What follows belongs to an exercise in optimizing a design on an open flow for small area; a production flow would make more cautious choices. The RTL was checked by simulation tests, not by an equivalence proof against the original design. The flow treats the clock pin as an ideal source, which a real chip does not have. Power is estimated from default activity; no workload was simulated.

--- flow/config.mk ---
export PLATFORM = sky130hd
export DESIGN_NAME = apb_convolver
export DESIGN_NICKNAME = apb_convolver
export VERILOG_FILES = /design/flow/design.v
export SDC_FILE = /design/flow/constraint.sdc
export NUM_CORES = 4
export LEC_CHECK = 0
export CAP_MARGIN = 20
export CORE_MARGIN = 2
export CORE_UTILIZATION = 40
export SLEW_MARGIN = 20
--- flow/constraint.sdc ---
create_clock -name core_clock -period 10.0 [get_ports {HCLK}]
set_input_delay 2.0000 -clock core_clock [delete_from_list [all_inputs] [get_ports {HCLK}]]
set_output_delay 2.0000 -clock core_clock [all_outputs]
set_load 0.01 [all_outputs]
--- flow/design.v ---
module ksum(
    input  logic [11:0] a,
    input  logic [7:0] w0,
    input  logic [1:0] d0,
    input  logic [7:0] w1,
    input  logic [1:0] d1,
    input  logic [7:0] w2,
    input  logic [1:0] d2,
    input  logic [7:0] w3,
    input  logic [1:0] d3,
    input  logic [7:0] w4,
    input  logic [1:0] d4,
    input  logic [7:0] w5,
    input  logic [1:0] d5,
    input  logic [7:0] w6,
    input  logic [1:0] d6,
    input  logic [7:0] w7,
    input  logic [1:0] d7,
    input  logic [7:0] w8,
    input  logic [1:0] d8,
    output logic [13:0] s);
    wire pp1;
    assign pp1 = w1[0] & d1[0];
    wire pp2;
    assign pp2 = w1[0] & d1[1];
    wire pp3;
    assign pp3 = w1[1] & d1[0];
    wire pp4;
    assign pp4 = w1[1] & d1[1];
    wire pp5;
    assign pp5 = w1[2] & d1[0];
    wire pp6;
    assign pp6 = w1[2] & d1[1];
    wire pp7;
    assign pp7 = w1[3] & d1[0];
    wire pp8;
    assign pp8 = w1[3] & d1[1];
    wire pp9;
    assign pp9 = w1[4] & d1[0];
    wire pp10;
    assign pp10 = w1[4] & d1[1];
    wire pp11;
    assign pp11 = w1[5] & d1[0];
    wire pp12;
    assign pp12 = w1[5] & d1[1];
    wire pp13;
    assign pp13 = w1[6] & d1[0];
    wire pp14;
    assign pp14 = w1[6] & d1[1];
    wire pp15;
    assign pp15 = w1[7] & d1[0];
    wire pp16;
    assign pp16 = w1[7] & d1[1];
    wire pp17;
    assign pp17 = w2[0] & d2[0];
    wire pp18;
    assign pp18 = w2[0] & d2[1];
    wire pp19;
    assign pp19 = w2[1] & d2[0];
    wire pp20;
    assign pp20 = w2[1] & d2[1];
    wire pp21;
    assign pp21 = w2[2] & d2[0];
    wire pp22;
    assign pp22 = w2[2] & d2[1];
    wire pp23;
    assign pp23 = w2[3] & d2[0];
    wire pp24;
    assign pp24 = w2[3] & d2[1];
    wire pp25;
    assign pp25 = w2[4] & d2[0];
    wire pp26;
    assign pp26 = w2[4] & d2[1];
    wire pp27;
    assign pp27 = w2[5] & d2[0];
    wire pp28;
    assign pp28 = w2[5] & d2[1];
    wire pp29;
    assign pp29 = w2[6] & d2[0];
    wire pp30;
    assign pp30 = w2[6] & d2[1];
    wire pp31;
    assign pp31 = w2[7] & d2[0];
    wire pp32;
    assign pp32 = w2[7] & d2[1];
    wire pp33;
    assign pp33 = w4[0] & d4[0];
    wire pp34;
    assign pp34 = w4[0] & d4[1];
    wire pp35;
    assign pp35 = w4[1] & d4[0];
    wire pp36;
    assign pp36 = w4[1] & d4[1];
    wire pp37;
    assign pp37 = w4[2] & d4[0];
    wire pp38;
    assign pp38 = w4[2] & d4[1];
    wire pp39;
    assign pp39 = w4[3] & d4[0];
    wire pp40;
    assign pp40 = w4[3] & d4[1];
    wire pp41;
    assign pp41 = w4[4] & d4[0];
    wire pp42;
    assign pp42 = w4[4] & d4[1];
    wire pp43;
    assign pp43 = w4[5] & d4[0];
    wire pp44;
    assign pp44 = w4[5] & d4[1];
    wire pp45;
    assign pp45 = w4[6] & d4[0];
    wire pp46;
    assign pp46 = w4[6] & d4[1];
    wire pp47;
    assign pp47 = w4[7] & d4[0];
    wire pp48;
    assign pp48 = w4[7] & d4[1];
    wire pp49;
    assign pp49 = w5[0] & d5[0];
    wire pp50;
    assign pp50 = w5[0] & d5[1];
    wire pp51;
    assign pp51 = w5[1] & d5[0];
    wire pp52;
    assign pp52 = w5[1] & d5[1];
    wire pp53;
    assign pp53 = w5[2] & d5[0];
    wire pp54;
    assign pp54 = w5[2] & d5[1];
    wire pp55;
    assign pp55 = w5[3] & d5[0];
    wire pp56;
    assign pp56 = w5[3] & d5[1];
    wire pp57;
    assign pp57 = w5[4] & d5[0];
    wire pp58;
    assign pp58 = w5[4] & d5[1];
    wire pp59;
    assign pp59 = w5[5] & d5[0];
    wire pp60;
    assign pp60 = w5[5] & d5[1];
    wire pp61;
    assign pp61 = w5[6] & d5[0];
    wire pp62;
    assign pp62 = w5[6] & d5[1];
    wire pp63;
    assign pp63 = w5[7] & d5[0];
    wire pp64;
    assign pp64 = w5[7] & d5[1];
    wire pp65;
    assign pp65 = w7[0] & d7[0];
    wire pp66;
    assign pp66 = w7[0] & d7[1];
    wire pp67;
    assign pp67 = w7[1] & d7[0];
    wire pp68;
    assign pp68 = w7[1] & d7[1];
    wire pp69;
    assign pp69 = w7[2] & d7[0];
    wire pp70;
    assign pp70 = w7[2] & d7[1];
    wire pp71;
    assign pp71 = w7[3] & d7[0];
    wire pp72;
    assign pp72 = w7[3] & d7[1];
    wire pp73;
    assign pp73 = w7[4] & d7[0];
    wire pp74;
    assign pp74 = w7[4] & d7[1];
    wire pp75;
    assign pp75 = w7[5] & d7[0];
    wire pp76;
    assign pp76 = w7[5] & d7[1];
    wire pp77;
    assign pp77 = w7[6] & d7[0];
    wire pp78;
    assign pp78 = w7[6] & d7[1];
    wire pp79;
    assign pp79 = w7[7] & d7[0];
    wire pp80;
    assign pp80 = w7[7] & d7[1];
    wire pp81;
    assign pp81 = w8[0] & d8[0];
    wire pp82;
    assign pp82 = w8[0] & d8[1];
    wire pp83;
    assign pp83 = w8[1] & d8[0];
    wire pp84;
    assign pp84 = w8[1] & d8[1];
    wire pp85;
    assign pp85 = w8[2] & d8[0];
    wire pp86;
    assign pp86 = w8[2] & d8[1];
    wire pp87;
    assign pp87 = w8[3] & d8[0];
    wire pp88;
    assign pp88 = w8[3] & d8[1];
    wire pp89;
    assign pp89 = w8[4] & d8[0];
    wire pp90;
    assign pp90 = w8[4] & d8[1];
    wire pp91;
    assign pp91 = w8[5] & d8[0];
    wire pp92;
    assign pp92 = w8[5] & d8[1];
    wire pp93;
    assign pp93 = w8[6] & d8[0];
    wire pp94;
    assign pp94 = w8[6] & d8[1];
    wire pp95;
    assign pp95 = w8[7] & d8[0];
    wire pp96;
    assign pp96 = w8[7] & d8[1];
    wire pp97;
    assign pp97 = w0[0] & d0[0];
    wire pp98;
    assign pp98 = w0[0] & d0[1];
    wire pp99;
    assign pp99 = w0[1] & d0[0];
    wire pp100;
    assign pp100 = w0[1] & d0[1];
    wire pp101;
    assign pp101 = w0[2] & d0[0];
    wire pp102;
    assign pp102 = w0[2] & d0[1];
    wire pp103;
    assign pp103 = w0[3] & d0[0];
    wire pp104;
    assign pp104 = w0[3] & d0[1];
    wire pp105;
    assign pp105 = w0[4] & d0[0];
    wire pp106;
    assign pp106 = w0[4] & d0[1];
    wire pp107;
    assign pp107 = w0[5] & d0[0];
    wire pp108;
    assign pp108 = w0[5] & d0[1];
    wire pp109;
    assign pp109 = w0[6] & d0[0];
    wire pp110;
    assign pp110 = w0[6] & d0[1];
    wire pp111;
    assign pp111 = w0[7] & d0[0];
    wire pp112;
    assign pp112 = w0[7] & d0[1];
    wire pp113;
    assign pp113 = w3[0] & d3[0];
    wire pp114;
    assign pp114 = w3[0] & d3[1];
    wire pp115;
    assign pp115 = w3[1] & d3[0];
    wire pp116;
    assign pp116 = w3[1] & d3[1];
    wire pp117;
    assign pp117 = w3[2] & d3[0];
    wire pp118;
    assign pp118 = w3[2] & d3[1];
    wire pp119;
    assign pp119 = w3[3] & d3[0];
    wire pp120;
    assign pp120 = w3[3] & d3[1];
    wire pp121;
    assign pp121 = w3[4] & d3[0];
    wire pp122;
    assign pp122 = w3[4] & d3[1];
    wire pp123;
    assign pp123 = w3[5] & d3[0];
    wire pp124;
    assign pp124 = w3[5] & d3[1];
    wire pp125;
    assign pp125 = w3[6] & d3[0];
    wire pp126;
    assign pp126 = w3[6] & d3[1];
    wire pp127;
    assign pp127 = w3[7] & d3[0];
    wire pp128;
    assign pp128 = w3[7] & d3[1];
    wire pp129;
    assign pp129 = w6[0] & d6[0];
    wire pp130;
    assign pp130 = w6[0] & d6[1];
    wire pp131;
    assign pp131 = w6[1] & d6[0];
    wire pp132;
    assign pp132 = w6[1] & d6[1];
    wire pp133;
    assign pp133 = w6[2] & d6[0];
    wire pp134;
    assign pp134 = w6[2] & d6[1];
    wire pp135;
    assign pp135 = w6[3] & d6[0];
    wire pp136;
    assign pp136 = w6[3] & d6[1];
    wire pp137;
    assign pp137 = w6[4] & d6[0];
    wire pp138;
    assign pp138 = w6[4] & d6[1];
    wire pp139;
    assign pp139 = w6[5] & d6[0];
    wire pp140;
    assign pp140 = w6[5] & d6[1];
    wire pp141;
    assign pp141 = w6[6] & d6[0];
    wire pp142;
    assign pp142 = w6[6] & d6[1];
    wire pp143;
    assign pp143 = w6[7] & d6[0];
    wire pp144;
    assign pp144 = w6[7] & d6[1];
    wire s145;
    wire c146;
    assign s145 = a[1] ^ pp2 ^ pp3;
    assign c146 = (a[1] & pp2) | (pp3 & (a[1] ^ pp2));
    wire s147;
    wire c148;
    assign s147 = pp18 ^ pp19 ^ pp34;
    assign c148 = (pp18 & pp19) | (pp34 & (pp18 ^ pp19));
    wire s149;
    wire c150;
    assign s149 = pp35 ^ pp50 ^ pp51;
    assign c150 = (pp35 & pp50) | (pp51 & (pp35 ^ pp50));
    wire s151;
    wire c152;
    assign s151 = a[2] ^ pp4 ^ pp5;
    assign c152 = (a[2] & pp4) | (pp5 & (a[2] ^ pp4));
    wire s153;
    wire c154;
    assign s153 = pp20 ^ pp21 ^ pp36;
    assign c154 = (pp20 & pp21) | (pp36 & (pp20 ^ pp21));
    wire s155;
    wire c156;
    assign s155 = pp37 ^ pp52 ^ pp53;
    assign c156 = (pp37 & pp52) | (pp53 & (pp37 ^ pp52));
    wire s157;
    wire c158;
    assign s157 = pp68 ^ pp69 ^ pp84;
    assign c158 = (pp68 & pp69) | (pp84 & (pp68 ^ pp69));
    wire s159;
    wire c160;
    assign s159 = pp85 ^ pp100;
    assign c160 = pp85 & pp100;
    wire s161;
    wire c162;
    assign s161 = a[3] ^ pp6 ^ pp7;
    assign c162 = (a[3] & pp6) | (pp7 & (a[3] ^ pp6));
    wire s163;
    wire c164;
    assign s163 = pp22 ^ pp23 ^ pp38;
    assign c164 = (pp22 & pp23) | (pp38 & (pp22 ^ pp23));
    wire s165;
    wire c166;
    assign s165 = pp39 ^ pp54 ^ pp55;
    assign c166 = (pp39 & pp54) | (pp55 & (pp39 ^ pp54));
    wire s167;
    wire c168;
    assign s167 = pp70 ^ pp71 ^ pp86;
    assign c168 = (pp70 & pp71) | (pp86 & (pp70 ^ pp71));
    wire s169;
    wire c170;
    assign s169 = pp87 ^ pp102 ^ pp103;
    assign c170 = (pp87 & pp102) | (pp103 & (pp87 ^ pp102));
    wire s171;
    wire c172;
    assign s171 = pp118 ^ pp119;
    assign c172 = pp118 & pp119;
    wire s173;
    wire c174;
    assign s173 = a[4] ^ pp8 ^ pp9;
    assign c174 = (a[4] & pp8) | (pp9 & (a[4] ^ pp8));
    wire s175;
    wire c176;
    assign s175 = pp24 ^ pp25 ^ pp40;
    assign c176 = (pp24 & pp25) | (pp40 & (pp24 ^ pp25));
    wire s177;
    wire c178;
    assign s177 = pp41 ^ pp56 ^ pp57;
    assign c178 = (pp41 & pp56) | (pp57 & (pp41 ^ pp56));
    wire s179;
    wire c180;
    assign s179 = pp72 ^ pp73 ^ pp88;
    assign c180 = (pp72 & pp73) | (pp88 & (pp72 ^ pp73));
    wire s181;
    wire c182;
    assign s181 = pp89 ^ pp104 ^ pp105;
    assign c182 = (pp89 & pp104) | (pp105 & (pp89 ^ pp104));
    wire s183;
    wire c184;
    assign s183 = pp120 ^ pp121 ^ pp136;
    assign c184 = (pp120 & pp121) | (pp136 & (pp120 ^ pp121));
    wire s185;
    wire c186;
    assign s185 = a[5] ^ pp10 ^ pp11;
    assign c186 = (a[5] & pp10) | (pp11 & (a[5] ^ pp10));
    wire s187;
    wire c188;
    assign s187 = pp26 ^ pp27 ^ pp42;
    assign c188 = (pp26 & pp27) | (pp42 & (pp26 ^ pp27));
    wire s189;
    wire c190;
    assign s189 = pp43 ^ pp58 ^ pp59;
    assign c190 = (pp43 & pp58) | (pp59 & (pp43 ^ pp58));
    wire s191;
    wire c192;
    assign s191 = pp74 ^ pp75 ^ pp90;
    assign c192 = (pp74 & pp75) | (pp90 & (pp74 ^ pp75));
    wire s193;
    wire c194;
    assign s193 = pp91 ^ pp106 ^ pp107;
    assign c194 = (pp91 & pp106) | (pp107 & (pp91 ^ pp106));
    wire s195;
    wire c196;
    assign s195 = pp122 ^ pp123 ^ pp138;
    assign c196 = (pp122 & pp123) | (pp138 & (pp122 ^ pp123));
    wire s197;
    wire c198;
    assign s197 = a[6] ^ pp12 ^ pp13;
    assign c198 = (a[6] & pp12) | (pp13 & (a[6] ^ pp12));
    wire s199;
    wire c200;
    assign s199 = pp28 ^ pp29 ^ pp44;
    assign c200 = (pp28 & pp29) | (pp44 & (pp28 ^ pp29));
    wire s201;
    wire c202;
    assign s201 = pp45 ^ pp60 ^ pp61;
    assign c202 = (pp45 & pp60) | (pp61 & (pp45 ^ pp60));
    wire s203;
    wire c204;
    assign s203 = pp76 ^ pp77 ^ pp92;
    assign c204 = (pp76 & pp77) | (pp92 & (pp76 ^ pp77));
    wire s205;
    wire c206;
    assign s205 = pp93 ^ pp108 ^ pp109;
    assign c206 = (pp93 & pp108) | (pp109 & (pp93 ^ pp108));
    wire s207;
    wire c208;
    assign s207 = pp124 ^ pp125 ^ pp140;
    assign c208 = (pp124 & pp125) | (pp140 & (pp124 ^ pp125));
    wire s209;
    wire c210;
    assign s209 = a[7] ^ pp14 ^ pp15;
    assign c210 = (a[7] & pp14) | (pp15 & (a[7] ^ pp14));
    wire s211;
    wire c212;
    assign s211 = pp30 ^ pp31 ^ pp46;
    assign c212 = (pp30 & pp31) | (pp46 & (pp30 ^ pp31));
    wire s213;
    wire c214;
    assign s213 = pp47 ^ pp62 ^ pp63;
    assign c214 = (pp47 & pp62) | (pp63 & (pp47 ^ pp62));
    wire s215;
    wire c216;
    assign s215 = pp78 ^ pp79 ^ pp94;
    assign c216 = (pp78 & pp79) | (pp94 & (pp78 ^ pp79));
    wire s217;
    wire c218;
    assign s217 = pp95 ^ pp110 ^ pp111;
    assign c218 = (pp95 & pp110) | (pp111 & (pp95 ^ pp110));
    wire s219;
    wire c220;
    assign s219 = pp126 ^ pp127 ^ pp142;
    assign c220 = (pp126 & pp127) | (pp142 & (pp126 ^ pp127));
    wire s221;
    wire c222;
    assign s221 = a[8] ^ pp16 ^ pp32;
    assign c222 = (a[8] & pp16) | (pp32 & (a[8] ^ pp16));
    wire s223;
    wire c224;
    assign s223 = pp48 ^ pp64;
    assign c224 = pp48 & pp64;
    wire s225;
    wire c226;
    assign s225 = a[0] ^ pp1;
    assign c226 = a[0] & pp1;
    wire s227;
    wire c228;
    assign s227 = pp66 ^ pp67 ^ pp82;
    assign c228 = (pp66 & pp67) | (pp82 & (pp66 ^ pp67));
    wire s229;
    wire c230;
    assign s229 = pp83 ^ pp98 ^ pp99;
    assign c230 = (pp83 & pp98) | (pp99 & (pp83 ^ pp98));
    wire s231;
    wire c232;
    assign s231 = pp114 ^ pp115;
    assign c232 = pp114 & pp115;
    wire s233;
    wire c234;
    assign s233 = pp101 ^ pp116 ^ pp117;
    assign c234 = (pp101 & pp116) | (pp117 & (pp101 ^ pp116));
    wire s235;
    wire c236;
    assign s235 = pp132 ^ pp133 ^ s151;
    assign c236 = (pp132 & pp133) | (s151 & (pp132 ^ pp133));
    wire s237;
    wire c238;
    assign s237 = s153 ^ s155 ^ s157;
    assign c238 = (s153 & s155) | (s157 & (s153 ^ s155));
    wire s239;
    wire c240;
    assign s239 = s159 ^ c146;
    assign c240 = s159 & c146;
    wire s241;
    wire c242;
    assign s241 = pp134 ^ pp135 ^ s161;
    assign c242 = (pp134 & pp135) | (s161 & (pp134 ^ pp135));
    wire s243;
    wire c244;
    assign s243 = s163 ^ s165 ^ s167;
    assign c244 = (s163 & s165) | (s167 & (s163 ^ s165));
    wire s245;
    wire c246;
    assign s245 = s169 ^ s171 ^ c152;
    assign c246 = (s169 & s171) | (c152 & (s169 ^ s171));
    wire s247;
    wire c248;
    assign s247 = c154 ^ c156 ^ c158;
    assign c248 = (c154 & c156) | (c158 & (c154 ^ c156));
    wire s249;
    wire c250;
    assign s249 = pp137 ^ s173 ^ s175;
    assign c250 = (pp137 & s173) | (s175 & (pp137 ^ s173));
    wire s251;
    wire c252;
    assign s251 = s177 ^ s179 ^ s181;
    assign c252 = (s177 & s179) | (s181 & (s177 ^ s179));
    wire s253;
    wire c254;
    assign s253 = s183 ^ c162 ^ c164;
    assign c254 = (s183 & c162) | (c164 & (s183 ^ c162));
    wire s255;
    wire c256;
    assign s255 = c166 ^ c168 ^ c170;
    assign c256 = (c166 & c168) | (c170 & (c166 ^ c168));
    wire s257;
    wire c258;
    assign s257 = pp139 ^ s185 ^ s187;
    assign c258 = (pp139 & s185) | (s187 & (pp139 ^ s185));
    wire s259;
    wire c260;
    assign s259 = s189 ^ s191 ^ s193;
    assign c260 = (s189 & s191) | (s193 & (s189 ^ s191));
    wire s261;
    wire c262;
    assign s261 = s195 ^ c174 ^ c176;
    assign c262 = (s195 & c174) | (c176 & (s195 ^ c174));
    wire s263;
    wire c264;
    assign s263 = c178 ^ c180 ^ c182;
    assign c264 = (c178 & c180) | (c182 & (c178 ^ c180));
    wire s265;
    wire c266;
    assign s265 = pp141 ^ s197 ^ s199;
    assign c266 = (pp141 & s197) | (s199 & (pp141 ^ s197));
    wire s267;
    wire c268;
    assign s267 = s201 ^ s203 ^ s205;
    assign c268 = (s201 & s203) | (s205 & (s201 ^ s203));
    wire s269;
    wire c270;
    assign s269 = s207 ^ c186 ^ c188;
    assign c270 = (s207 & c186) | (c188 & (s207 ^ c186));
    wire s271;
    wire c272;
    assign s271 = c190 ^ c192 ^ c194;
    assign c272 = (c190 & c192) | (c194 & (c190 ^ c192));
    wire s273;
    wire c274;
    assign s273 = pp143 ^ s209 ^ s211;
    assign c274 = (pp143 & s209) | (s211 & (pp143 ^ s209));
    wire s275;
    wire c276;
    assign s275 = s213 ^ s215 ^ s217;
    assign c276 = (s213 & s215) | (s217 & (s213 ^ s215));
    wire s277;
    wire c278;
    assign s277 = s219 ^ c198 ^ c200;
    assign c278 = (s219 & c198) | (c200 & (s219 ^ c198));
    wire s279;
    wire c280;
    assign s279 = c202 ^ c204 ^ c206;
    assign c280 = (c202 & c204) | (c206 & (c202 ^ c204));
    wire s281;
    wire c282;
    assign s281 = pp80 ^ pp96 ^ pp112;
    assign c282 = (pp80 & pp96) | (pp112 & (pp80 ^ pp96));
    wire s283;
    wire c284;
    assign s283 = pp128 ^ pp144 ^ s221;
    assign c284 = (pp128 & pp144) | (s221 & (pp128 ^ pp144));
    wire s285;
    wire c286;
    assign s285 = s223 ^ c210 ^ c212;
    assign c286 = (s223 & c210) | (c212 & (s223 ^ c210));
    wire s287;
    wire c288;
    assign s287 = c214 ^ c216 ^ c218;
    assign c288 = (c214 & c216) | (c218 & (c214 ^ c216));
    wire s289;
    wire c290;
    assign s289 = pp17 ^ pp33 ^ pp49;
    assign c290 = (pp17 & pp33) | (pp49 & (pp17 ^ pp33));
    wire s291;
    wire c292;
    assign s291 = pp65 ^ pp81;
    assign c292 = pp65 & pp81;
    wire s293;
    wire c294;
    assign s293 = pp130 ^ pp131 ^ s145;
    assign c294 = (pp130 & pp131) | (s145 & (pp130 ^ pp131));
    wire s295;
    wire c296;
    assign s295 = s147 ^ s149 ^ s227;
    assign c296 = (s147 & s149) | (s227 & (s147 ^ s149));
    wire s297;
    wire c298;
    assign s297 = s229 ^ s231;
    assign c298 = s229 & s231;
    wire s299;
    wire c300;
    assign s299 = c148 ^ c150 ^ s233;
    assign c300 = (c148 & c150) | (s233 & (c148 ^ c150));
    wire s301;
    wire c302;
    assign s301 = s235 ^ s237 ^ s239;
    assign c302 = (s235 & s237) | (s239 & (s235 ^ s237));
    wire s303;
    wire c304;
    assign s303 = c228 ^ c230 ^ c232;
    assign c304 = (c228 & c230) | (c232 & (c228 ^ c230));
    wire s305;
    wire c306;
    assign s305 = c160 ^ s241 ^ s243;
    assign c306 = (c160 & s241) | (s243 & (c160 ^ s241));
    wire s307;
    wire c308;
    assign s307 = s245 ^ s247 ^ c234;
    assign c308 = (s245 & s247) | (c234 & (s245 ^ s247));
    wire s309;
    wire c310;
    assign s309 = c236 ^ c238 ^ c240;
    assign c310 = (c236 & c238) | (c240 & (c236 ^ c238));
    wire s311;
    wire c312;
    assign s311 = c172 ^ s249 ^ s251;
    assign c312 = (c172 & s249) | (s251 & (c172 ^ s249));
    wire s313;
    wire c314;
    assign s313 = s253 ^ s255 ^ c242;
    assign c314 = (s253 & s255) | (c242 & (s253 ^ s255));
    wire s315;
    wire c316;
    assign s315 = c244 ^ c246 ^ c248;
    assign c316 = (c244 & c246) | (c248 & (c244 ^ c246));
    wire s317;
    wire c318;
    assign s317 = c184 ^ s257 ^ s259;
    assign c318 = (c184 & s257) | (s259 & (c184 ^ s257));
    wire s319;
    wire c320;
    assign s319 = s261 ^ s263 ^ c250;
    assign c320 = (s261 & s263) | (c250 & (s261 ^ s263));
    wire s321;
    wire c322;
    assign s321 = c252 ^ c254 ^ c256;
    assign c322 = (c252 & c254) | (c256 & (c252 ^ c254));
    wire s323;
    wire c324;
    assign s323 = c196 ^ s265 ^ s267;
    assign c324 = (c196 & s265) | (s267 & (c196 ^ s265));
    wire s325;
    wire c326;
    assign s325 = s269 ^ s271 ^ c258;
    assign c326 = (s269 & s271) | (c258 & (s269 ^ s271));
    wire s327;
    wire c328;
    assign s327 = c260 ^ c262 ^ c264;
    assign c328 = (c260 & c262) | (c264 & (c260 ^ c262));
    wire s329;
    wire c330;
    assign s329 = c208 ^ s273 ^ s275;
    assign c330 = (c208 & s273) | (s275 & (c208 ^ s273));
    wire s331;
    wire c332;
    assign s331 = s277 ^ s279 ^ c266;
    assign c332 = (s277 & s279) | (c266 & (s277 ^ s279));
    wire s333;
    wire c334;
    assign s333 = c268 ^ c270 ^ c272;
    assign c334 = (c268 & c270) | (c272 & (c268 ^ c270));
    wire s335;
    wire c336;
    assign s335 = c220 ^ s281 ^ s283;
    assign c336 = (c220 & s281) | (s283 & (c220 ^ s281));
    wire s337;
    wire c338;
    assign s337 = s285 ^ s287 ^ c274;
    assign c338 = (s285 & s287) | (c274 & (s285 ^ s287));
    wire s339;
    wire c340;
    assign s339 = c276 ^ c278 ^ c280;
    assign c340 = (c276 & c278) | (c280 & (c276 ^ c278));
    wire s341;
    wire c342;
    assign s341 = a[9] ^ c222 ^ c224;
    assign c342 = (a[9] & c222) | (c224 & (a[9] ^ c222));
    wire s343;
    wire c344;
    assign s343 = c282 ^ c284 ^ c286;
    assign c344 = (c282 & c284) | (c286 & (c282 ^ c284));
    wire s345;
    wire c346;
    assign s345 = pp97 ^ pp113 ^ pp129;
    assign c346 = (pp97 & pp113) | (pp129 & (pp97 ^ pp113));
    wire s347;
    wire c348;
    assign s347 = c226 ^ s293 ^ s295;
    assign c348 = (c226 & s293) | (s295 & (c226 ^ s293));
    wire s349;
    wire c350;
    assign s349 = s297 ^ c290;
    assign c350 = s297 & c290;
    wire s351;
    wire c352;
    assign s351 = s299 ^ s301 ^ s303;
    assign c352 = (s299 & s301) | (s303 & (s299 ^ s301));
    wire s353;
    wire c354;
    assign s353 = c294 ^ c296 ^ c298;
    assign c354 = (c294 & c296) | (c298 & (c294 ^ c296));
    wire s355;
    wire c356;
    assign s355 = s305 ^ s307 ^ s309;
    assign c356 = (s305 & s307) | (s309 & (s305 ^ s307));
    wire s357;
    wire c358;
    assign s357 = c300 ^ c302 ^ c304;
    assign c358 = (c300 & c302) | (c304 & (c300 ^ c302));
    wire s359;
    wire c360;
    assign s359 = s311 ^ s313 ^ s315;
    assign c360 = (s311 & s313) | (s315 & (s311 ^ s313));
    wire s361;
    wire c362;
    assign s361 = c306 ^ c308 ^ c310;
    assign c362 = (c306 & c308) | (c310 & (c306 ^ c308));
    wire s363;
    wire c364;
    assign s363 = s317 ^ s319 ^ s321;
    assign c364 = (s317 & s319) | (s321 & (s317 ^ s319));
    wire s365;
    wire c366;
    assign s365 = c312 ^ c314 ^ c316;
    assign c366 = (c312 & c314) | (c316 & (c312 ^ c314));
    wire s367;
    wire c368;
    assign s367 = s323 ^ s325 ^ s327;
    assign c368 = (s323 & s325) | (s327 & (s323 ^ s325));
    wire s369;
    wire c370;
    assign s369 = c318 ^ c320 ^ c322;
    assign c370 = (c318 & c320) | (c322 & (c318 ^ c320));
    wire s371;
    wire c372;
    assign s371 = s329 ^ s331 ^ s333;
    assign c372 = (s329 & s331) | (s333 & (s329 ^ s331));
    wire s373;
    wire c374;
    assign s373 = c324 ^ c326 ^ c328;
    assign c374 = (c324 & c326) | (c328 & (c324 ^ c326));
    wire s375;
    wire c376;
    assign s375 = s335 ^ s337 ^ s339;
    assign c376 = (s335 & s337) | (s339 & (s335 ^ s337));
    wire s377;
    wire c378;
    assign s377 = c330 ^ c332 ^ c334;
    assign c378 = (c330 & c332) | (c334 & (c330 ^ c332));
    wire s379;
    wire c380;
    assign s379 = c288 ^ s341 ^ s343;
    assign c380 = (c288 & s341) | (s343 & (c288 ^ s341));
    wire s381;
    wire c382;
    assign s381 = c336 ^ c338 ^ c340;
    assign c382 = (c336 & c338) | (c340 & (c336 ^ c338));
    wire s383;
    wire c384;
    assign s383 = a[10] ^ c342;
    assign c384 = a[10] & c342;
    wire s385;
    wire c386;
    assign s385 = s225 ^ s289;
    assign c386 = s225 & s289;
    wire s387;
    wire c388;
    assign s387 = c292 ^ s347 ^ s349;
    assign c388 = (c292 & s347) | (s349 & (c292 ^ s347));
    wire s389;
    wire c390;
    assign s389 = s351 ^ s353 ^ c348;
    assign c390 = (s351 & s353) | (c348 & (s351 ^ s353));
    wire s391;
    wire c392;
    assign s391 = s355 ^ s357 ^ c352;
    assign c392 = (s355 & s357) | (c352 & (s355 ^ s357));
    wire s393;
    wire c394;
    assign s393 = s359 ^ s361 ^ c356;
    assign c394 = (s359 & s361) | (c356 & (s359 ^ s361));
    wire s395;
    wire c396;
    assign s395 = s363 ^ s365 ^ c360;
    assign c396 = (s363 & s365) | (c360 & (s363 ^ s365));
    wire s397;
    wire c398;
    assign s397 = s367 ^ s369 ^ c364;
    assign c398 = (s367 & s369) | (c364 & (s367 ^ s369));
    wire s399;
    wire c400;
    assign s399 = s371 ^ s373 ^ c368;
    assign c400 = (s371 & s373) | (c368 & (s371 ^ s373));
    wire s401;
    wire c402;
    assign s401 = s375 ^ s377 ^ c372;
    assign c402 = (s375 & s377) | (c372 & (s375 ^ s377));
    wire s403;
    wire c404;
    assign s403 = s379 ^ s381 ^ c376;
    assign c404 = (s379 & s381) | (c376 & (s379 ^ s381));
    wire s405;
    wire c406;
    assign s405 = c344 ^ s383 ^ c380;
    assign c406 = (c344 & s383) | (c380 & (c344 ^ s383));
    wire s407;
    wire c408;
    assign s407 = s291 ^ s345;
    assign c408 = s291 & s345;
    wire s409;
    wire c410;
    assign s409 = c346 ^ s387 ^ c386;
    assign c410 = (c346 & s387) | (c386 & (c346 ^ s387));
    wire s411;
    wire c412;
    assign s411 = c350 ^ s389 ^ c388;
    assign c412 = (c350 & s389) | (c388 & (c350 ^ s389));
    wire s413;
    wire c414;
    assign s413 = c354 ^ s391 ^ c390;
    assign c414 = (c354 & s391) | (c390 & (c354 ^ s391));
    wire s415;
    wire c416;
    assign s415 = c358 ^ s393 ^ c392;
    assign c416 = (c358 & s393) | (c392 & (c358 ^ s393));
    wire s417;
    wire c418;
    assign s417 = c362 ^ s395 ^ c394;
    assign c418 = (c362 & s395) | (c394 & (c362 ^ s395));
    wire s419;
    wire c420;
    assign s419 = c366 ^ s397 ^ c396;
    assign c420 = (c366 & s397) | (c396 & (c366 ^ s397));
    wire s421;
    wire c422;
    assign s421 = c370 ^ s399 ^ c398;
    assign c422 = (c370 & s399) | (c398 & (c370 ^ s399));
    wire s423;
    wire c424;
    assign s423 = c374 ^ s401 ^ c400;
    assign c424 = (c374 & s401) | (c400 & (c374 ^ s401));
    wire s425;
    wire c426;
    assign s425 = c378 ^ s403 ^ c402;
    assign c426 = (c378 & s403) | (c402 & (c378 ^ s403));
    wire s427;
    wire c428;
    assign s427 = c382 ^ s405 ^ c404;
    assign c428 = (c382 & s405) | (c404 & (c382 ^ s405));
    wire s429;
    wire c430;
    assign s429 = a[11] ^ c384 ^ c406;
    assign c430 = (a[11] & c384) | (c406 & (a[11] ^ c384));
    wire s431;
    wire c432;
    assign s431 = s385 ^ s407;
    assign c432 = s385 & s407;
    wire s433;
    wire c434;
    assign s433 = s409 ^ c408 ^ c432;
    assign c434 = (s409 & c408) | (c432 & (s409 ^ c408));
    wire s435;
    wire c436;
    assign s435 = s411 ^ c410 ^ c434;
    assign c436 = (s411 & c410) | (c434 & (s411 ^ c410));
    wire s437;
    wire c438;
    assign s437 = s413 ^ c412 ^ c436;
    assign c438 = (s413 & c412) | (c436 & (s413 ^ c412));
    wire s439;
    wire c440;
    assign s439 = s415 ^ c414 ^ c438;
    assign c440 = (s415 & c414) | (c438 & (s415 ^ c414));
    wire s441;
    wire c442;
    assign s441 = s417 ^ c416 ^ c440;
    assign c442 = (s417 & c416) | (c440 & (s417 ^ c416));
    wire s443;
    wire c444;
    assign s443 = s419 ^ c418 ^ c442;
    assign c444 = (s419 & c418) | (c442 & (s419 ^ c418));
    wire s445;
    wire c446;
    assign s445 = s421 ^ c420 ^ c444;
    assign c446 = (s421 & c420) | (c444 & (s421 ^ c420));
    wire s447;
    wire c448;
    assign s447 = s423 ^ c422 ^ c446;
    assign c448 = (s423 & c422) | (c446 & (s423 ^ c422));
    wire s449;
    wire c450;
    assign s449 = s425 ^ c424 ^ c448;
    assign c450 = (s425 & c424) | (c448 & (s425 ^ c424));
    wire s451;
    wire c452;
    assign s451 = s427 ^ c426 ^ c450;
    assign c452 = (s427 & c426) | (c450 & (s427 ^ c426));
    wire s453;
    wire c454;
    assign s453 = s429 ^ c428 ^ c452;
    assign c454 = (s429 & c428) | (c452 & (s429 ^ c428));
    wire s455;
    wire c456;
    assign s455 = c430 ^ c454;
    assign c456 = c430 & c454;
    assign s = {c456, s455, s453, s451, s449, s447, s445, s443, s441, s439, s437, s435, s433, s431};
endmodule
module apb_convolver(
    input  logic                      HCLK,
    input  logic                      HRESETn,
    input  logic               [11:0] PADDR,
    input  logic               [31:0] PWDATA,
    input  logic                      PWRITE,
    input  logic                      PSEL,
    input  logic                      PENABLE,
    output logic               [31:0] PRDATA,
    output logic                      PREADY,
    output logic                      PSLVERR,
    output logic               [3:0]  irq_o,
    output logic                      mem_wen_n,
    output logic               [10:0] mem_addr,
    output logic               [31:0] mem_wdata,
    input  logic               [31:0] mem_rdata
    );
    logic [2:0] rel_addr;
    assign rel_addr = PADDR[4:2];
    assign PREADY  = 1'b1;
    assign PSLVERR = 1'b0;
    assign irq_o   = 4'b0;
    logic wensel, shift, setup_in, display, clc, addr_increment;
    assign wensel         = PWRITE & PENABLE & PSEL;
    assign shift          = wensel & (rel_addr == 3'd3);
    assign setup_in       = PSEL & ~PENABLE & PWRITE & (rel_addr == 3'd3);
    assign display        = wensel & (rel_addr == 3'd4) &  PWDATA[0];
    assign clc            = wensel & (rel_addr == 3'd4) & ~PWDATA[0];
    assign addr_increment = ~PWRITE & PENABLE & PSEL & rel_addr[2];
    logic [31:0] qw1, qw2, qw3, q_inp, h1, h2, q_out;
    logic        q_0, q_1, q_2, q_3, q_4, pa;
    always_ff @(posedge HCLK, negedge HRESETn)
        if (~HRESETn) begin
            qw1 <= '0; qw2 <= '0; qw3 <= '0;
            q_inp <= '0; q_out <= '0;
            q_0 <= 1'b0; q_1 <= 1'b0; q_2 <= 1'b0; q_3 <= 1'b0; q_4 <= 1'b0; pa <= 1'b0;
        end else begin
            if (wensel && rel_addr == 3'd0) qw1 <= PWDATA;
            if (wensel && rel_addr == 3'd1) qw2 <= PWDATA;
            if (wensel && rel_addr == 3'd2) qw3 <= PWDATA;
            if (shift) q_inp <= PWDATA;
            if (q_4) q_out <= mem_rdata;
            q_0 <= shift;
            q_1 <= q_0;
            q_2 <= q_1 && (counter >= 5'd3) && (counter <= 5'd28);
            q_3 <= rel_addr[2];
            q_4 <= q_3;
            pa  <= setup_in;
        end
    always_comb begin
        case (rel_addr)
            3'd0: PRDATA = qw1;
            3'd1: PRDATA = qw2;
            3'd2: PRDATA = qw3;
            3'd3: PRDATA = q_inp;
            3'd5: PRDATA = q_out;
            default: PRDATA = 32'b0;
        endcase
    end
    always_ff @(posedge HCLK)
        if (shift) begin
            h1 <= q_inp;
            h2 <= h1;
        end
    localparam logic [1:0] RESET = 2'd0, CALC = 2'd1, DISPLAY = 2'd2;
    logic [1:0]  state, next_state;
    logic [10:0] address, next_address;
    logic [4:0]  counter, next_counter;
    logic        WRITEn;
    always_ff @(posedge HCLK, negedge HRESETn)
        if (~HRESETn) begin
            state   <= RESET;
            address <= '0;
            counter <= '0;
        end else begin
            state   <= next_state;
            address <= next_address;
            counter <= next_counter;
        end
    always_comb begin
        WRITEn       = 1'b1;
        next_address = address;
        next_counter = counter;
        next_state   = state;
        case (state)
            RESET: begin
                WRITEn = 1'b0;
                next_address = address + 1'b1;
                if (address == 11'd338) begin
                    next_state   = CALC;
                    next_address = '0;
                end
            end
            CALC: begin
                WRITEn = ~q_2;
                if (q_2)
                    next_address = address + 1'b1;
                else if (shift)
                    next_counter = (counter == 5'd28) ? 5'd1 : counter + 1'b1;
                else if (display) begin
                    next_address = '0;
                    next_state   = DISPLAY;
                    next_counter = '0;
                end
            end
            DISPLAY: begin
                if (addr_increment)
                    next_address = address + 1'b1;
                else if (clc) begin
                    next_address = '0;
                    next_state   = CALC;
                end
            end
            default: ;
        endcase
    end
    assign mem_wen_n = WRITEn;
    assign mem_addr  = address;
    logic [1:0] sel;
    assign sel = {q_0 | q_1, pa | q_1};
    logic [1:0] dC [4], dB [4], dA [4];    
    always_comb
        for (int k = 0; k < 4; k++) begin
            case (sel)
                2'd0: begin dC[k] = PWDATA[8*k+0 +: 2]; dB[k] = q_inp[8*k+0 +: 2]; dA[k] = h1[8*k+0 +: 2]; end
                2'd1: begin dC[k] = PWDATA[8*k+2 +: 2]; dB[k] = q_inp[8*k+2 +: 2]; dA[k] = h1[8*k+2 +: 2]; end
                2'd2: begin dC[k] = q_inp[8*k+4 +: 2];  dB[k] = h1[8*k+4 +: 2];    dA[k] = h2[8*k+4 +: 2]; end
                default: begin dC[k] = q_inp[8*k+6 +: 2]; dB[k] = h1[8*k+6 +: 2];  dA[k] = h2[8*k+6 +: 2]; end
            endcase
        end
    logic [13:0] acc_up, acc_lo, nx_up, nx_lo;
    logic [1:0]  sv_up, sv_lo;
    logic [11:0] fb_up, fb_lo;
    assign fb_up = (sel == 2'd0) ? 12'd0 : acc_up[13:2];
    assign fb_lo = (sel == 2'd0) ? 12'd0 : acc_lo[13:2];
    ksum k_up (.a(fb_up), .s(nx_up),
        .w0(qw1[7:0]), .d0(dC[3]), .w1(qw1[15:8]), .d1(dB[3]), .w2(qw1[23:16]), .d2(dA[3]),
        .w3(qw2[7:0]), .d3(dC[2]), .w4(qw2[15:8]), .d4(dB[2]), .w5(qw2[23:16]), .d5(dA[2]),
        .w6(qw3[7:0]), .d6(dC[1]), .w7(qw3[15:8]), .d7(dB[1]), .w8(qw3[23:16]), .d8(dA[1]));
    ksum k_lo (.a(fb_lo), .s(nx_lo),
        .w0(qw1[7:0]), .d0(dC[2]), .w1(qw1[15:8]), .d1(dB[2]), .w2(qw1[23:16]), .d2(dA[2]),
        .w3(qw2[7:0]), .d3(dC[1]), .w4(qw2[15:8]), .d4(dB[1]), .w5(qw2[23:16]), .d5(dA[1]),
        .w6(qw3[7:0]), .d6(dC[0]), .w7(qw3[15:8]), .d7(dB[0]), .w8(qw3[23:16]), .d8(dA[0]));
    always_ff @(posedge HCLK, negedge HRESETn)
        if (~HRESETn) begin
            acc_up <= '0; acc_lo <= '0; sv_up <= '0; sv_lo <= '0;
        end else begin
            acc_up <= nx_up;
            acc_lo <= nx_lo;
            sv_up  <= acc_up[1:0];
            sv_lo  <= acc_lo[1:0];
        end
    assign mem_wdata = {acc_up, sv_up, acc_lo, sv_lo};
endmodule
--- flow/flow/run.sh ---
#!/bin/bash
# Own layout flow, built on the standard ORFS flow (standard.sh):
#  1. the standard synthesis, unchanged (standard.sh synth);
#  2. flow/polarity.py rewrites the synthesised netlist's inverters: full adders are
#     self-dual and many gates have a complementary cell, so it picks their polarities to
#     need fewer inverters (registers and the logic function are unchanged);
#  3. the standard floorplan and placement, with port buffers of sky130_fd_sc_hd__buf_1
#     (instead of clkdlybuf4s50_1);
#  5. the rest of the standard flow.
# Each tool's full output goes to a log file of its own in the work folder (flow_*.log);
# ORFS's per-step logs are under orfs/logs/.
set -euo pipefail
RES=orfs/results/${FLOW_PLATFORM}/apb_convolver/base
LIB=${FLOW_HOME}/platforms/${FLOW_PLATFORM}/lib/sky130_fd_sc_hd__tt_025C_1v80.lib
BP="BUFFER_PORTS_ARGS=-buffer_cell sky130_fd_sc_hd__buf_1"

bash standard.sh synth > flow_synth.log 2>&1
cp ${RES}/1_2_yosys.v ${RES}/1_2_yosys.standard.v
python3 flow/polarity.py ${RES}/1_2_yosys.standard.v ${RES}/1_2_yosys.pol.v ${LIB} > flow_polarity.log 2>&1
cp ${RES}/1_2_yosys.pol.v ${RES}/1_2_yosys.v
rm -f ${RES}/1_synth.odb ${RES}/1_synth.sdc

bash standard.sh "$BP" place > flow_place.log 2>&1

BASE="-sink_clustering_enable -repair_clock_nets -dont_use_dummy_load"
TRIALS=(
  "-buf_list sky130_fd_sc_hd__clkbuf_4 -sink_clustering_size 8 -sink_clustering_max_diameter 80"
  "-buf_list sky130_fd_sc_hd__clkbuf_4 -sink_clustering_size 10 -sink_clustering_max_diameter 60"
  "-buf_list sky130_fd_sc_hd__clkbuf_4 -sink_clustering_size 8 -sink_clustering_max_diameter 60"
  "-buf_list sky130_fd_sc_hd__clkbuf_8 -sink_clustering_size 14 -sink_clustering_max_diameter 60"
  "-buf_list sky130_fd_sc_hd__clkbuf_4 -sink_clustering_size 10 -sink_clustering_max_diameter 35"
  "-buf_list sky130_fd_sc_hd__clkbuf_8 -sink_clustering_size 10 -sink_clustering_max_diameter 60"
)
best_args="$BASE -buf_list sky130_fd_sc_hd__clkbuf_4"
best_area=1e9
: > flow_cts_trials.log
for i in "${!TRIALS[@]}"; do
  args="$BASE ${TRIALS[$i]}"
  line=$(CTS_TRY_ARGS="$args" CTS_TRY_ODB=${RES}/3_place.odb CTS_TRY_SDC=${RES}/3_place.sdc \
         openroad -no_init -exit flow/cts_trial.tcl 2>&1 | tee -a flow_cts_trials.log | grep CTS_TRIAL || true)
  echo "trial $i: $args -> $line" >> flow_cts_trials.log
  area=$(echo "$line" | awk '{print $3}'); slew=$(echo "$line" | awk '{print $5}')
  if [[ -n "$area" && -n "$slew" ]] && awk -v s="$slew" -v a="$area" -v b="$best_area" 'BEGIN{exit !(s < 0.112 && a < b)}'; then
    best_area=$area; best_args="$args"
  fi
done
echo "chosen: $best_args (clock cells $best_area um2)" >> flow_cts_trials.log

bash standard.sh "$BP" "CTS_ARGS=$best_args" finish > flow_layout.log 2>&1
--- flow/flow/cts_trial.tcl ---
# Trial clock tree on the placed design: prints the clock cells' area and the largest
# slew at a register clock pin. Reads CTS_TRY_ARGS, CTS_TRY_ODB, CTS_TRY_SDC from the environment.
set P $::env(FLOW_HOME)/platforms/$::env(FLOW_PLATFORM)
read_lef $P/lef/sky130_fd_sc_hd.tlef
read_lef $P/lef/sky130_fd_sc_hd_merged.lef
read_liberty $P/lib/sky130_fd_sc_hd__tt_025C_1v80.lib
read_db $::env(CTS_TRY_ODB)
read_sdc $::env(CTS_TRY_SDC)
source $P/setRC.tcl
clock_tree_synthesis {*}$::env(CTS_TRY_ARGS)
set_propagated_clock [all_clocks]
estimate_parasitics -placement
set a 0
foreach inst [get_cells *] {
  set m [get_property $inst ref_name]
  if {[string match "*clkbuf*" $m] || [string match "*clkinv*" $m]} {
    set a [expr {$a + [get_property [get_lib_cells */$m] area]}]
  }
}
set mx 0
foreach pin [get_pins -hierarchical */CLK] {
  set s [get_property $pin slew_max]
  if {$s > $mx} { set mx $s }
}
puts "CTS_TRIAL area $a slew $mx"
--- flow/flow/polarity.py ---
#!/usr/bin/env python3
"""Inverter-polarity optimisation of a flat sky130hd gate netlist written by Yosys.

Two kinds of cell may change the polarity of what they drive:
  - a full adder (fa) is self-dual, FA(~a,~b,~c) = (~sum, ~cout), so it may be
    "flipped": fed the complements of its inputs it drives the complements of
    its outputs;
  - a simple gate may be swapped for its complementary cell (nand2 <-> and2,
    xnor2 <-> xor2, a21oi <-> a21o, mux2i <-> mux2, ...), which has the same
    inputs and drives the complement of the output.
All of the netlist's inverters (except any that drive an output port) are
removed, a polarity is chosen for every such cell by simulated annealing to
minimise (inverter area + swapped-cell area change), and one inverter is put
back for every signal whose complement is still needed. The function of every
output and register input is unchanged; registers are untouched.

usage: polarity2.py IN.v OUT.v [LIBERTY]
"""
import re, sys, random, math
from collections import defaultdict

P = "sky130_fd_sc_hd__"
INV = P + "inv_1"
LIB = sys.argv[3] if len(sys.argv) > 3 else \
    "/OpenROAD-flow-scripts/flow/platforms/sky130hd/lib/sky130_fd_sc_hd__tt_025C_1v80.lib"
PAIRS = [("nand2_1", "Y", "and2_1", "X"), ("nand2_1", "Y", "and2_0", "X"),
         ("nor2_1", "Y", "or2_1", "X"), ("nor2_1", "Y", "or2_0", "X"),
         ("nand3_1", "Y", "and3_1", "X"), ("nor3_1", "Y", "or3_1", "X"),
         ("nand4_1", "Y", "and4_1", "X"), ("nor4_1", "Y", "or4_1", "X"),
         ("xnor2_1", "Y", "xor2_1", "X"),
         ("a21oi_1", "Y", "a21o_1", "X"), ("o21ai_0", "Y", "o21a_1", "X"),
         ("o21ai_1", "Y", "o21a_1", "X"),
         ("a22oi_1", "Y", "a22o_1", "X"), ("o22ai_1", "Y", "o22a_1", "X"),
         ("a211oi_1", "Y", "a211o_1", "X"), ("o211ai_1", "Y", "o211a_1", "X"),
         ("a31oi_1", "Y", "a31o_1", "X"), ("o31ai_1", "Y", "o31a_1", "X"),
         ("a2bb2oi_1", "Y", "a2bb2o_1", "X"), ("o2bb2ai_1", "Y", "o2bb2a_1", "X"),
         ("a21boi_0", "Y", "a21bo_1", "X"), ("o21bai_1", "Y", "o21ba_1", "X"),
         ("mux2i_1", "Y", "mux2_1", "X")]
SWAP = {}
for a, pa, b, pb in PAIRS:
    SWAP.setdefault(P + a, (P + b, pa, pb))
    SWAP.setdefault(P + b, (P + a, pb, pa))
AREA = {}
_n = None
for l in open(LIB):
    mm = re.match(r'\s*cell\s*\(\s*"?(\w+)"?\s*\)', l)
    if mm:
        _n = mm.group(1)
    mm = re.match(r'\s*area\s*:\s*([\d.]+)', l)
    if mm and _n:
        AREA[_n] = float(mm.group(1)); _n = None
INV_AREA = AREA[INV]

src = open(sys.argv[1]).read()
m = re.search(r"^module\s+(\w+)\s*\((.*?)\);", src, re.S | re.M)
head_end = m.end()
endm = src.rindex("endmodule")
body = src[head_end:endm]
inst_re = re.compile(r"^\s*(sky130_fd_sc_hd__\w+)\s+(\S+)\s*\((.*?)\);\s*$", re.S | re.M)
pin_re = re.compile(r"\.(\w+)\(\s*(.*?)\s*\)\s*(?:,|$)", re.S)
cells = []
for im in inst_re.finditer(body):
    cells.append([im.group(1), im.group(2), [(p, n.strip()) for p, n in pin_re.findall(im.group(3))]])
first_inst = inst_re.search(body).start()
decls = body[:first_inst]
assert inst_re.sub("", body[first_inst:]).strip() == ""
port_dir = {}
for d, rng, names in re.findall(r"^\s*(input|output|inout)\s+(\[[^\]]*\])?\s*([^;]+);", decls, re.M):
    for n in names.split(","):
        port_dir[n.strip()] = d
def port_kind(net):
    return port_dir.get(net.split("[")[0].strip())

OUTPINS = {"X", "Y", "Q", "Q_N", "SUM", "COUT", "HI", "LO", "GCLK"}
def is_const(n):
    return n == "" or n.startswith("1'b") or n.startswith("'")

inv_of = {}
n_inv = 0
for c in cells:
    if c[0].startswith(P + "inv_"):
        n_inv += 1
        pins = dict(c[2])
        if port_kind(pins["Y"]) != "output":
            inv_of[pins["Y"]] = pins["A"]
def root(net):
    par = 0
    while net in inv_of:
        net = inv_of[net]; par ^= 1
    return net, par
def removed(c):
    return c[0].startswith(P + "inv_") and dict(c[2])["Y"] in inv_of

# nodes: fa cells (flip inputs and outputs) and swappable gates (flip output)
is_fa = {}
node_out = {}      # cell idx -> list of output nets
drv_node = {}      # net -> cell idx whose polarity sets it
swap_gain = {}     # cell idx -> area change when flipped
for i, c in enumerate(cells):
    typ = c[0]
    if typ.startswith(P + "fa_"):
        outs = [n for p, n in c[2] if p in ("SUM", "COUT")]
        if any(port_kind(n) == "output" for n in outs):
            continue
        is_fa[i] = True
        node_out[i] = outs
        swap_gain[i] = 0.0
    elif typ in SWAP:
        outs = [n for p, n in c[2] if p in OUTPINS]
        if len(outs) != 1 or port_kind(outs[0]) == "output":
            continue
        is_fa[i] = False
        node_out[i] = outs
        swap_gain[i] = AREA[SWAP[typ][0]] - AREA[typ]
    else:
        continue
    for n in node_out[i]:
        drv_node[n] = i
nodes = list(node_out)

uses = defaultdict(list)    # root -> [(cell idx, parity)]
in_roots = defaultdict(set)
for i, c in enumerate(cells):
    if removed(c):
        continue
    for p, n in c[2]:
        if p in OUTPINS or is_const(n):
            continue
        r, par = root(n)
        uses[r].append((i, par))
        if is_fa.get(i):
            in_roots[i].add(r)
flip = defaultdict(int)
def need(r):
    ph = flip[drv_node[r]] if r in drv_node else 0
    for i, par in uses[r]:
        if par ^ (flip[i] if is_fa.get(i) else 0) ^ ph:
            return 1
    return 0
touch = {i: set(node_out[i]) | in_roots[i] for i in nodes}
def local(i):
    return sum(need(r) for r in touch[i]) * INV_AREA + (swap_gain[i] if flip[i] else 0.0)
cost = sum(need(r) for r in uses) * INV_AREA
start = cost
random.seed(1)
best = cost; best_flip = dict(flip)
T = 2.0
steps = 200 * len(nodes)
for s in range(steps):
    T = 2.0 * (1 - s / steps) + 0.01
    i = random.choice(nodes)
    c0 = local(i)
    flip[i] ^= 1
    d = local(i) - c0
    if d <= 0 or random.random() < math.exp(-d / T):
        cost += d
        if cost < best - 1e-9:
            best = cost; best_flip = dict(flip)
    else:
        flip[i] ^= 1
flip = defaultdict(int, best_flip)
improved = True
while improved:
    improved = False
    for i in nodes:
        c0 = local(i); flip[i] ^= 1
        if local(i) < c0 - 1e-9:
            improved = True
        else:
            flip[i] ^= 1
ninv = sum(need(r) for r in uses)
dswap = sum(swap_gain[i] for i in nodes if flip[i])
sys.stderr.write(f"polarity: {n_inv} inverters in, {ninv} out; {sum(1 for i in nodes if flip[i] and is_fa[i])} fa flipped, "
                 f"{sum(1 for i in nodes if flip[i] and not is_fa[i])} gates swapped (area {dswap:+.1f}); "
                 f"net area change {(ninv - n_inv) * INV_AREA + dswap:+.1f} um2\n")

newdecl, inv_net = [], {}
def comp_net(r):
    if r not in inv_net:
        nn = f"_pol{len(inv_net) + 1}_"
        inv_net[r] = nn
        newdecl.append(f"  wire {nn};\n")
    return inv_net[r]
out_cells = []
for i, c in enumerate(cells):
    if removed(c):
        continue
    typ, name, pl = c
    if flip[i] and not is_fa.get(i, True):
        newtyp, oldpin, newpin = SWAP[typ]
        typ = newtyp
        pl = [(newpin if p == oldpin else p, n) for p, n in pl]
    npl = []
    for p, n in pl:
        if p in OUTPINS or is_const(n):
            npl.append((p, n)); continue
        r, par = root(n)
        ph = flip[drv_node[r]] if r in drv_node else 0
        q = par ^ (flip[i] if is_fa.get(i) else 0) ^ ph
        npl.append((p, comp_net(r) if q else r))
    out_cells.append((typ, name, npl))
for k, (r, nn) in enumerate(inv_net.items()):
    ph = flip[drv_node[r]] if r in drv_node else 0
    out_cells.append((INV, f"_polinv{k + 1}_", [("A", r), ("Y", nn)]))
def esc(n):
    return n + " " if n.startswith("\\") else n
def fmt(c):
    typ, name, pl = c
    return f"  {typ} {esc(name)} (\n" + ",\n".join(f"    .{p}({esc(n)})" for p, n in pl) + "\n  );\n"
open(sys.argv[2], "w").write(src[:head_end] + decls + "".join(newdecl) + "".join(fmt(c) for c in out_cells) + src[endm:])
--- flow/standard.sh ---
#!/bin/bash
# synth_recipe.tcl (not shown) runs the flow's synth.tcl, then flattens the netlist and writes it again
# the make line also repeats each setting of config.mk as NAME=value (left out here)
make -C /OpenROAD-flow-scripts/flow DESIGN_CONFIG=/design/flow/config.mk WORK_HOME=/design/flow/orfs CLKGATE_MAP_FILE= SYNTH_SCRIPT=/design/flow/synth_recipe.tcl "${@:-finish}"
==> summary.txt, run 1 <==
* PnR worst setup slack at 0.346 ns
* Iter 0 DRT Violations at 944
* Vias in the first global route at 14.6k
* Syn-to-layout area delta at 9.99%
* Initial antenna violation count at 4
* Final GP Congestion at 0.947
* Clk network pwr share at 9.5%
* Worst Tran Pin Value at 0.873 ns
* Hold crit path type: flip-flop to flip-flop
* CTS tree: built
* Crit path capture type: flip-flop
* Core footprint at 48600 sq um
* Die width at 225 microns
* # port buffers at 147
* Fmax at 104 MHz
* Pre-CTS WS at -0.149 ns
* Crit-path max cell delay at 0.67 ns
* Die Area at 50800 sq um
* Die height at 225 microns
* Worst-Skew Late Latency at 0.75 ns
* # setup viols final at 0
* Maximum fanout along the worst path at 22
* Nature of the critical path startpoint: flip-flop
* Met2 Resource Use GR at 38.2%
* CTS resizes at 0
* Pin count of the biggest net entering global routing at 79
* Via count at 13.4k
* Synth warnings at 7
* Ratio of final minimum period to clock period at 96.5%
* NetSw at 2.59 mW
* Data required time of the worst path at 10.65 ns
* CTS sink count at 264
* Met3 usage at 4.62%
* RSZ-0062 raised after global routing: false
* Slew Limit Fails at 0
* Net Sw Frac at 44.5%
* DRC violations left at 0
* CTS buffer count at 39
* Power Internal at 3.22 mW
* Fin crit period at 9.65 ns
* Cell area after synthesis at 19600 sq um
* Via density at 5.42
* Mean Syn Cell Area at 11.8 sq um
* Worst VDD drop at 207 uV
* Relative slew slack at 41.8%
* Pleak at 9.17 nW
* Combinational share of power at 62.5%
* Clk_skew at 0.0856 ns
* First-pass GRT wire length at 88.1 mm
* Power per cell area at 269 nW/um^2
* Worst-path clk slew at 0.10 ns
* Post-CTS setup buffer count at 0
* Met1 Track Usage GR at 30.9%
* Syn Inst Count at 1660
* Arrival time worst endpoint at 10.30 ns
* Tot GR Track Use at 23.4%
* Starting Density at 40.3%
* Max_cap viols at 0
* Status: finished clean
* Final WL at 57.7 mm
* GRT Max-Usage Layer: met2
* TritonRoute pass-1 iters at 6
* Seq pwr share at 28.0%
* HPWL after DPL at 44.9 mm
* Cts hold-fix bufs at 0
* Number of nets in the layout at 2259
* Final core occ at 44.3%
* Ports at 163
* Num rows at 81
* Highest-delay cell along the critical path: dfrtp_2
* Final Hold Viols at 0
* Cells along the critical path: buf_12 -> mux2i_1 -> nor2_1 -> a21oi_1 -> o21ai_0 -> and2_1 -> fa_1 -> fa_1 -> fa_1 -> fa_1 -> fa_1 -> fa_1 -> fa_1 -> fa_1 -> fa_1 -> fa_1 -> fa_1 -> fa_1 -> fa_1 -> fa_1 -> fa_1 -> fa_1 -> ha_1
* Share of layout cells above drive strength 1 at 16.1%
* Gr ovfl total at 0
* WL/cell at 23.3 microns
* Crit Path Category: flip-flop to flip-flop
* Post-DRT Antenna Nets at 0
* Top cell by count, worst path: fa_1
==> worst paths after layout <==
kind	from	to	slack, ns	cells past startpoint
worst max-delay path	pa	acc_lo[12]	0.35	23
worst min-delay path	q_3	q_4	0.36	0
worst max register to register	pa	acc_lo[12]	0.35	23
worst min register to register	q_3	q_4	0.36	0
max in group asynchronous	HRESETn	qw2[18]	6.88	3
min in group asynchronous	HRESETn	acc_lo[0]	1.30	1
==> worst max-delay path: cells and delay by family, from the launching register on <==
family                     cells  cell delay, ns
muxes                          1            0.18
DFF                            1            0.67
adders and majority gates     17            7.36
AOI/OAI and AO/OA              2            0.68
buffers and inverters          1            0.26
and+or+nand+nor                2            0.38
==> metal layers <==
layer,vias up,wire [microns]
met5,-,33
met2,433,27900
met4,4,2390
met1,7042,23800
met3,124,3550
li1,5846,-
==> power by group through the flow <==
stage	Sequential [mW]	Combinational (mW)	Clock, mW
floorplan	1.54	2.68	0
CTS	1.62	3.76	0.582
finish	1.63	3.63	0.550
detailed placement	1.65	3.74	0
global route	1.65	4.19	0.619
global placement	1.64	3.58	0
==> cell usage in the layout (no fill, tap or decap), types with 4 or more instances in the layout <==
| cell type | instances |
|---|---|
| mux2_1 | 4 |
| buf_1 | 143 |
| a22o_1 | 8 |
| o21ai_0 | 84 |
| a21oi_1 | 19 |
| or4_1 | 4 |
| inv_1 | 101 |
| o211ai_1 | 8 |
| mux2_2 | 158 |
| mux2i_1 | 89 |
| nor2_1 | 22 |
| conb_1 | 6 |
| nand2_1 | 335 |
| dfrtp_1 | 215 |
| clkbuf_4 | 41 |
| nor3_1 | 8 |
| nand3_1 | 10 |
| edfxtp_1 | 48 |
| and2_1 | 86 |
| fa_1 | 284 |
| ha_1 | 36 |
| nand2b_1 | 4 |
| o21ai_1 | 13 |
| o31ai_1 | 5 |
| buf_4 | 78 |
==> sequential cells by signal, indices dropped and copies added, names as in the netlist, 2 cells and up <==
signal   cells
acc_up      14
qw3         32
h1          32
q_out       32
sv_lo        2
qw2         32
acc_lo      14
address     11
sv_up        2
qw1         32
state        2
h2          16
counter      5
q_inp       32
==> layout make-up <==
cell class                      count  area (sq um)
Inverter                          101           379
Timing Repair Buffer              229          1210
Multi-Input combinational cell   1223         12000
Tap cell                          622           778
Fill cell                        4628         27100
Sequential cell                   264          6850
Clock buffer                       39           293
Antenna cell                        2          5.00
==> stage by stage <==
step / cells / cell area (sq um) / setup TNS (ns) / hold WS (ns) / power, mW
after floorplan: 1664 / 19600 / 0 / 0.331 / 4.22
after global placement: 2438 / 21200 / -0.172 / 0.332 / 5.21
after detailed placement: 2438 / 21200 / -0.282 / 0.336 / 5.39
after CTS: 2477 / 21500 / 0 / 0.359 / 5.97
after global routing: 2480 / 21600 / 0 / 0.391 / 6.46
final: 2480 / 21600 / 0 / 0.356 / 5.81
==> inputs of run 2 (changes only) <==
--- a/flow/flow/run.sh
+++ b/flow/flow/run.sh
@@ -13,6 +13,7 @@
 RES=orfs/results/${FLOW_PLATFORM}/apb_convolver/base
 LIB=${FLOW_HOME}/platforms/${FLOW_PLATFORM}/lib/sky130_fd_sc_hd__tt_025C_1v80.lib
 BP="BUFFER_PORTS_ARGS=-buffer_cell sky130_fd_sc_hd__buf_1"
+RB="REMOVE_ABC_BUFFERS=1"
 
 bash standard.sh synth > flow_synth.log 2>&1
 cp ${RES}/1_2_yosys.v ${RES}/1_2_yosys.standard.v
@@ -20,7 +21,7 @@
 cp ${RES}/1_2_yosys.pol.v ${RES}/1_2_yosys.v
 rm -f ${RES}/1_synth.odb ${RES}/1_synth.sdc
 
-bash standard.sh "$BP" place > flow_place.log 2>&1
+bash standard.sh "$BP" "$RB" place > flow_place.log 2>&1
 
 BASE="-sink_clustering_enable -repair_clock_nets -dont_use_dummy_load"
 TRIALS=(
@@ -46,4 +47,4 @@
 done
 echo "chosen: $best_args (clock cells $best_area um2)" >> flow_cts_trials.log
 
-bash standard.sh "$BP" "CTS_ARGS=$best_args" finish > flow_layout.log 2>&1
+bash standard.sh "$BP" "$RB" "CTS_ARGS=$best_args" finish > flow_layout.log 2>&1
--- a/flow/config.mk
+++ b/flow/config.mk
@@ -5,7 +5,7 @@
 export SDC_FILE = /design/flow/constraint.sdc
 export NUM_CORES = 4
 export LEC_CHECK = 0
-export CAP_MARGIN = 20
+export CAP_MARGIN = 5
 export CORE_MARGIN = 2
 export CORE_UTILIZATION = 40
-export SLEW_MARGIN = 20
+export SLEW_MARGIN = 5
==> run 2 against run 1 <==
Against the previous run:
- still clean
- sequential power about the same
- core utilization hardly changed
- clock skew decreased by 0.012 ns
- register-to-register slack gained 0.04 ns
- largest cell class unchanged
- largest power group unchanged
==> summary.txt, run 2 <==
* Status: finished clean
* Fmax at 104 MHz
* Die width at 225 microns
* Maximum fanout along the worst path at 15
* Data required time of the worst path at 10.67 ns
* Top cell by count, worst path: fa_1
* Reg-to-reg startpoint: pa
* WL/cell at 22.7 microns
* Worst VDD drop at 247 uV
* Die height at 225 microns
* First-pass GRT wire length at 87.0 mm
* Pin count of the biggest net entering global routing at 144
* Final core occ at 44.3%
* CTS sink count at 264
* Clk_skew at 0.0736 ns
* Hold path depth at 0
* Nature of the critical path startpoint: flip-flop
* Fin crit period at 9.61 ns
* Worst-Skew Late Latency at 0.80 ns
* Crit-path max cell delay at 0.59 ns
* DRC violations left at 0
* Final GP Congestion at 0.878
* Core footprint at 48600 sq um
* Post-CTS setup buffer count at 0
* Gr ovfl total at 0
* Syn Inst Count at 1660
* Mean Syn Cell Area at 11.8 sq um
* Commonest non-fill, non-tap cell in the layout: nand2_1
* Reg2reg end: acc_up[12]
* Arrival time worst endpoint at 10.28 ns
* RSZ-0062 raised after global routing: false
* Worst Tran Pin Value at 1.09 ns
* Ratio of final minimum period to clock period at 96.1%
* Via count at 13.4k
* Seq pwr share at 28.3%
* Relative slew slack at 27.5%
* Hold crit path type: flip-flop to flip-flop
* Combinational share of power at 61.3%
* Synth warnings at 7
* Syn-to-layout area delta at 10.0%
* Final WL at 56.3 mm
* Slew Limit Fails at 0
* # setup viols final at 0
* Reg2Reg Depth at 23
* Min Hold Slack at 0.361 ns
* Max_cap viols at 0
* Die Area at 50800 sq um
* TritonRoute pass-1 iters at 8
* Crit path capture type: flip-flop
* Clk network pwr share at 10.3%
* Setup slack, reg-to-reg at 0.39 ns
* # port buffers at 147
* Initial antenna violation count at 6
* Iter 0 DRT Violations at 941
* Post-DRT Antenna Nets at 0
* Number of nets in the layout at 2258
* Power per cell area at 265 nW/um^2
* CTS buffer count at 42
* Via density at 5.41
* NetSw at 2.54 mW
* Cell area after synthesis at 19600 sq um
* Share of layout cells above drive strength 1 at 16.0%
* CTS tree: built
* Num rows at 81
* Crit Path Category: flip-flop to flip-flop
* Net Sw Frac at 44.4%
* Highest-delay cell along the critical path: dfrtp_2
* Power Internal at 3.18 mW
* Cts hold-fix bufs at 0
* Total power at 5.72 mW
* CP bufs+invs at 2
* Hold Startpoint: q_3
* Most frequent cells in the layout: nand2_1, fa_1, dfrtp_1
* Vias in the first global route at 14.4k
* Family with the most delay on the worst path: adder cells
* Ports at 163
* Starting Density at 40.3%
* Worst Hold Path EP: q_4
* Tot GR Track Use at 23.1%
* Worst-path clk slew at 0.09 ns
* Final Hold Viols at 0
* Cells along the critical path: nor2b_1 -> buf_4 -> a21oi_1 -> o21ai_1 -> nand2_1 -> fa_1 -> fa_1 -> inv_1 -> fa_1 -> fa_1 -> fa_1 -> fa_1 -> fa_1 -> fa_1 -> fa_1 -> fa_1 -> fa_1 -> fa_1 -> fa_1 -> fa_1 -> fa_1 -> fa_1 -> ha_1
* HPWL after DPL at 42.4 mm
* CTS resizes at 0
* Pleak at 9.17 nW
## run 2: layer usage
layer  vias to the layer above  routed length, microns  track usage [%]
met5                         -                      38                0
met4                         6                    1930             8.18
met3                       103                    3560             4.32
met2                       473                   26600             37.1
met1                      7011                   24200             31.3
li1                       5826                       -                -
## run 2: worst register-to-register path, stage by stage, from the launching register on
cell and delay [ns]:
dfrtp_2 0.59, nor2b_1 0.43, buf_4 0.23, a21oi_1 0.07, o21ai_1 0.53, nand2_1 0.18, fa_1 0.50, fa_1 0.52
inv_1 0.07, fa_1 0.54, fa_1 0.45, fa_1 0.58, fa_1 0.45, fa_1 0.44, fa_1 0.40, fa_1 0.43
fa_1 0.42, fa_1 0.40, fa_1 0.40, fa_1 0.41, fa_1 0.42, fa_1 0.41, fa_1 0.38, ha_1 0.28
## run 2: power by group through the flow
| stage | Combinational [mW] | Sequential [mW] | Clock [mW] |
|---|---|---|---|
| 4_1_cts | 3.64 | 1.62 | 0.619 |
| 3_5_place_dp | 3.61 | 1.64 | 0 |
| 2_1_floorplan | 2.65 | 1.55 | 0 |
| 5_1_grt | 4.11 | 1.64 | 0.654 |
| 6_report | 3.51 | 1.62 | 0.590 |
| 3_3_place_gp | 3.52 | 1.63 | 0 |
## run 2: stage by stage
step / instances / setup slack (ns) / TNS, ns / cell area, sq um
2_1_floorplan: 1588 / -0.134 / -0.260 / 19200
3_3_place_gp: 2435 / -0.242 / -0.610 / 21200
3_5_place_dp: 2435 / -0.309 / -0.905 / 21200
4_1_cts: 2477 / 0.311 / 0 / 21500
5_1_grt: 2480 / 0.0379 / 0 / 21600
6_report: 2482 / 0.389 / 0 / 21600
## run 2: worst max path at each step
stage / depth (start not counted) / end / startpoint / slack [ns]
after CTS: 23 / acc_lo[12] / pa / 0.31
after floorplan: 22 / acc_lo[12] / pa / -0.13
after global routing: 23 / acc_lo[12] / pa / 0.04
after detailed placement: 24 / acc_lo[12] / PWDATA[16] / -0.31
after global placement: 24 / acc_lo[12] / PWDATA[16] / -0.24
final: 23 / acc_up[12] / pa / 0.39
## run 2: final cells by class
type	count	area [sq um]
clock buffer	42	315
fill	4663	27100
inverter	101	379
multi-input combinational	1223	12000
antenna	5	12.5
tap	622	778
timing repair buffer	225	1180
sequential	264	6850

==> afterwards: timing with drivers on the ports <==
In the flow no input, the clock included, has a driving cell. The finished layouts below were timed again as built, in two steps. Step 1 assumes that a clkbuf_16 drives the clock port and a buf_2 every other input. Step 2 moves the port delays by t, midway between the first and last clock arrival at a register: inputs arrive t later, outputs are due t later. That takes back most of the time a late clock gives input paths. a / b / c = no drivers / after step 1 / after step 2; a / b = the first two.
run | t (ns) | setup WS [ns] | worst setup path after step 2 | latest minus earliest clock arrival (ns)
run 1 | 0.764 | 0.346 / 0.346 / -0.043 | input to register | 0.086 / 0.085
run 2 | 0.816 | 0.389 / 0.389 / -0.205 | input to register | 0.074 / 0.073
With both steps, setup timing fails in run 1 and run 2, where it was met with ideal ports. For run 2, which loses most, drivers alone change the setup slack by 0.000 ns; drivers and shift together by -0.594 ns.
